Context: an optimization exercise on an open-source flow, tuned for small area and few clock cycles. The choices shown serve that exercise and are no tape-out recipe. The RTL was checked by simulation tests, not by an equivalence proof against the original design. Power figures rest on the tool's default switching activity, not on a simulated workload.

job 101:
## rv32i_cpu
module rv32i_cpu(
  input clk,
  input reset,
  output [31:0] imem_addr,
  input [31:0] imem_rdata,
  output mem_we,
  output [31:0] mem_addr,
  output [31:0] mem_wdata,
  output [3:0] mem_wmask,
  input [31:0] mem_rdata,
  output [31:0] pc_debug
);
Size in the first run: about 4,900 cells after synthesis, ~1,100 flip-flops, about 49,000 sq um of cells after synthesis.
export LEC_CHECK = 0
export ABC_AREA = 1
export CAP_MARGIN = 20
export CELL_PAD_IN_SITES_DETAIL_PLACEMENT = 2
export CELL_PAD_IN_SITES_GLOBAL_PLACEMENT = 2
export CORE_MARGIN = 2
export CORE_UTILIZATION = 42
export PLACE_DENSITY = 0.6
export SLEW_MARGIN = 20
export SYNTH_HIERARCHICAL = 1
create_clock -name core_clock -period 14.0 [get_ports {clk}]
standard.sh (not shown) runs the stock make flow with config.mk's settings and CLKGATE_MAP_FILE= SYNTH_SCRIPT=/design/flow/synth_recipe.tcl, a recipe that flattens the netlist after the stock synthesis.
==> flow/flow/run.sh <==
#!/bin/bash
# Standard ORFS layout, except that the combinational logic is mapped with an
# ABC script that recovers more area, and the port buffers use a plain buffer cell.
# Register names and cell types are checked against the standard synthesis.
set -uo pipefail
HERE=$(pwd)
R=$HERE/orfs/results/$FLOW_PLATFORM/rv32i_cpu/base

# 1. standard synthesis (reference for the register check)
bash standard.sh synth > log_synth_standard.txt 2>&1 || exit 1
cp $R/1_2_yosys.v std_1_2_yosys.v
mkdir -p std_synth; cp $R/1_* std_synth/ 2>/dev/null
cp orfs/reports/$FLOW_PLATFORM/rv32i_cpu/base/synth_stat.txt std_synth_stat.txt 2>/dev/null

# 2. the same synthesis with another ABC script
sed "s|log_cmd abc {\*}\$abc_args|log_cmd abc -script $HERE/flow/area.abc {*}[lrange \$abc_args 2 end]|" \
  $FLOW_HOME/scripts/synth.tcl > my_synth.tcl
grep -q "flow/area.abc" my_synth.tcl || { echo "abc line not found"; exit 1; }
sed "s|source \$::env(SCRIPTS_DIR)/synth.tcl|source $HERE/my_synth.tcl|" synth_recipe.tcl > my_synth_recipe.tcl
grep -q "my_synth.tcl" my_synth_recipe.tcl || { echo "source line not found"; exit 1; }
rm -f $R/1_2_yosys.v $R/1_2_yosys.sdc $R/1_synth.odb $R/1_synth.sdc
bash standard.sh SYNTH_SCRIPT=$HERE/my_synth_recipe.tcl synth > log_synth_area.txt 2>&1
ok=$?
if [ $ok -eq 0 ] && python3 flow/regs.py std_1_2_yosys.v $R/1_2_yosys.v area_1_2_yosys.v > log_regcheck.txt 2>&1; then
  cp area_1_2_yosys.v $R/1_2_yosys.v
  rm -f $R/1_synth.odb $R/1_synth.sdc
  bash standard.sh synth > log_synth_odb.txt 2>&1
  ok=$?
fi
if [ $ok -eq 0 ] && python3 flow/regs.py std_1_2_yosys.v $R/1_2_yosys.v /dev/null >> log_regcheck.txt 2>&1; then
  echo "using area synthesis" | tee -a log_regcheck.txt
else
  echo "falling back to standard synthesis" | tee -a log_regcheck.txt
  rm -f $R/1_synth.odb $R/1_synth.sdc
  cp std_synth/1_* $R/
fi

# 3. the rest of the standard flow, with plain port buffers
# and a clock tree with larger sink clusters, without dummy loads
# and global placement's repair buffering with buf_2 only
bash standard.sh "BUFFER_PORTS_ARGS=-buffer_cell sky130_fd_sc_hd__buf_2" \
  "PRE_GLOBAL_PLACE_TCL=$HERE/flow/gpl_buffers.tcl" \
  "CTS_ARGS=-sink_clustering_enable -repair_clock_nets -dont_use_dummy_load -buf_list {sky130_fd_sc_hd__clkbuf_16} -sink_clustering_size 25 -sink_clustering_max_diameter 120" \
  finish > log_finish.txt 2>&1
Other scripts of this flow, unchanged in this note and not shown: flow/flow/area.abc, flow/flow/gpl_buffers.tcl, flow/flow/regs.py
Testbench counts of job 101, summed over its fixed seeds: cycles 43,101.
Input-level comparison between job 102 and job 101:
-- flow/design.v --
<<< job 101, line 81
  end
endfunction
reg [31:1] valid;
reg phase;
wire [31:0] wd;
wire rf_we = op_lui | op_auipc | op_jal | op_jalr | op_load | op_imm | op_reg |
             (op_system & (f3 == 3'b001 | f3 == 3'b010));
wire [31:0] wc = wd ^ {32{phase}};
reg [32*32-1:32] rf;
wire [31:0] sel1, sel2;
assign sel1[0] = 1'b0;
assign sel2[0] = 1'b0;
wire [31:1] wsel;
genvar gi, gj;
generate
>>> job 102, line 81
  end
endfunction
reg phase;
wire [31:0] wd;
wire rf_we = op_lui | op_auipc | op_jal | op_jalr | op_load | op_imm | op_reg |
             (op_system & (f3 == 3'b001 | f3 == 3'b010));
wire [31:0] wc = (wd ^ {32{phase}}) | {32{reset}};    
reg [32*32-1:32] rf;
wire [31:0] sel1, sel2;
assign sel1[0] = 1'b0;
assign sel2[0] = 1'b0;
genvar gi, gj;
generate
<<< job 101, line 97
    wire [31:0] r = rf[gi*32 +: 32];
    wire [31:0] rn;
    wire we = rf_we & (rd == gi);
    wire hold = ~(rf_we & (rd == gi));
    assign wsel[gi] = we;
    assign sel1[gi] = valid[gi] & (rs1 == gi);
    assign sel2[gi] = valid[gi] & (rs2 == gi);
    for (gj = 0; gj < 32; gj = gj + 1) begin : g_b
      rf_bit u_b(.s(r[gj]), .we(we), .hold(hold), .c(wc[gj]), .y(rn[gj]));
>>> job 102, line 95
    wire [31:0] r = rf[gi*32 +: 32];
    wire [31:0] rn;
    wire we = reset | (rf_we & (rd == gi));
    wire hold = ~(reset | (rf_we & (rd == gi)));
    assign sel1[gi] = (rs1 == gi);
    assign sel2[gi] = (rs2 == gi);
    for (gj = 0; gj < 32; gj = gj + 1) begin : g_b
      rf_bit u_b(.s(r[gj]), .we(we), .hold(hold), .c(wc[gj]), .y(rn[gj]));
<<< job 101, line 109
endgenerate
always @(posedge clk or posedge reset)
  if (reset) begin
    valid <= 31'b0;
    phase <= 1'b0;
  end else begin
    valid <= valid | wsel;
    phase <= ~phase;
  end
wire ph1 = phase & (|sel1);
wire ph2 = phase & (|sel2);
wire [31:0] a, b_reg;
generate
>>> job 102, line 106
endgenerate
always @(posedge clk or posedge reset)
  if (reset) phase <= 1'b0;
  else phase <= ~phase;
wire ph1 = phase & (rs1 != 5'd0);
wire ph2 = phase & (rs2 != 5'd0);
wire [31:0] a, b_reg;
generate
Notes after the runs:
Job 102 ends up with a number of cells on the worst reg-to-reg path that is about 13% lower than in job 101.
Against job 101, job 102 comes in 0.55 points higher on fraction of final layout cells with drive strength greater than 1.
Between job 101 and job 102, the cell count went down.
Wire length, job 102 and job 101, lower one = job 101.
Per the comparison of job 102 with job 101, sequential share of layout area shrank by 1.0 points, combinational share of power grew by 9.7 points, initial standard-cell utilization of the core held steady.
Total power, job 102 vs job 101: up by more than 10%
Job 102 vs job 101 on global routing met2 resource utilization: job 102 is the higher one.
The final reports for job 102 and job 101 show initial antenna violation count higher in the former.
Job 102 has more setup slack than job 101.
Compared job 102 vs job 101, and XOR/XNOR share of the synthesized area is down in job 102.
Of job 102 and job 101, it is job 102 that has the higher inverter count of the layout excluding clock inverters.
Testbench counts of job 102, summed over its fixed seeds: cycles 43,101.

separate check: timing with driven ports:
In the flow no input, the clock included, has a driving cell. The finished layouts below were timed again as built, in two steps. Step 1: set_driving_cell puts a clkbuf_16 on clk and a buf_2 on each other input, an assumption about the parent block. Step 2 times the ports against the registers' clock, not the clock port: input delays grow and output delays shrink by t, the midpoint of the rising clock arrivals with the driver on. Three values: ideal, step 1, step 2; two values: the first two.
| run | shift t [ns] | setup WS [ns] | hold slack, ns | worst slew at a driven data input, ns |
|---|---|---|---|---|
| job 101 | 0.768 | 0.349 / 0.320 / 0.320 | 0.478 / 0.478 / 0.478 | 0.05 |
| job 102 | 0.762 | 0.460 / 0.434 / 0.434 | 0.477 / 0.477 / 0.477 | 0.05 |
After both steps setup and hold are still met in every run listed. The setup slack of job 101, which loses most, moves by -0.029 ns with the drivers and by -0.029 ns with both steps.
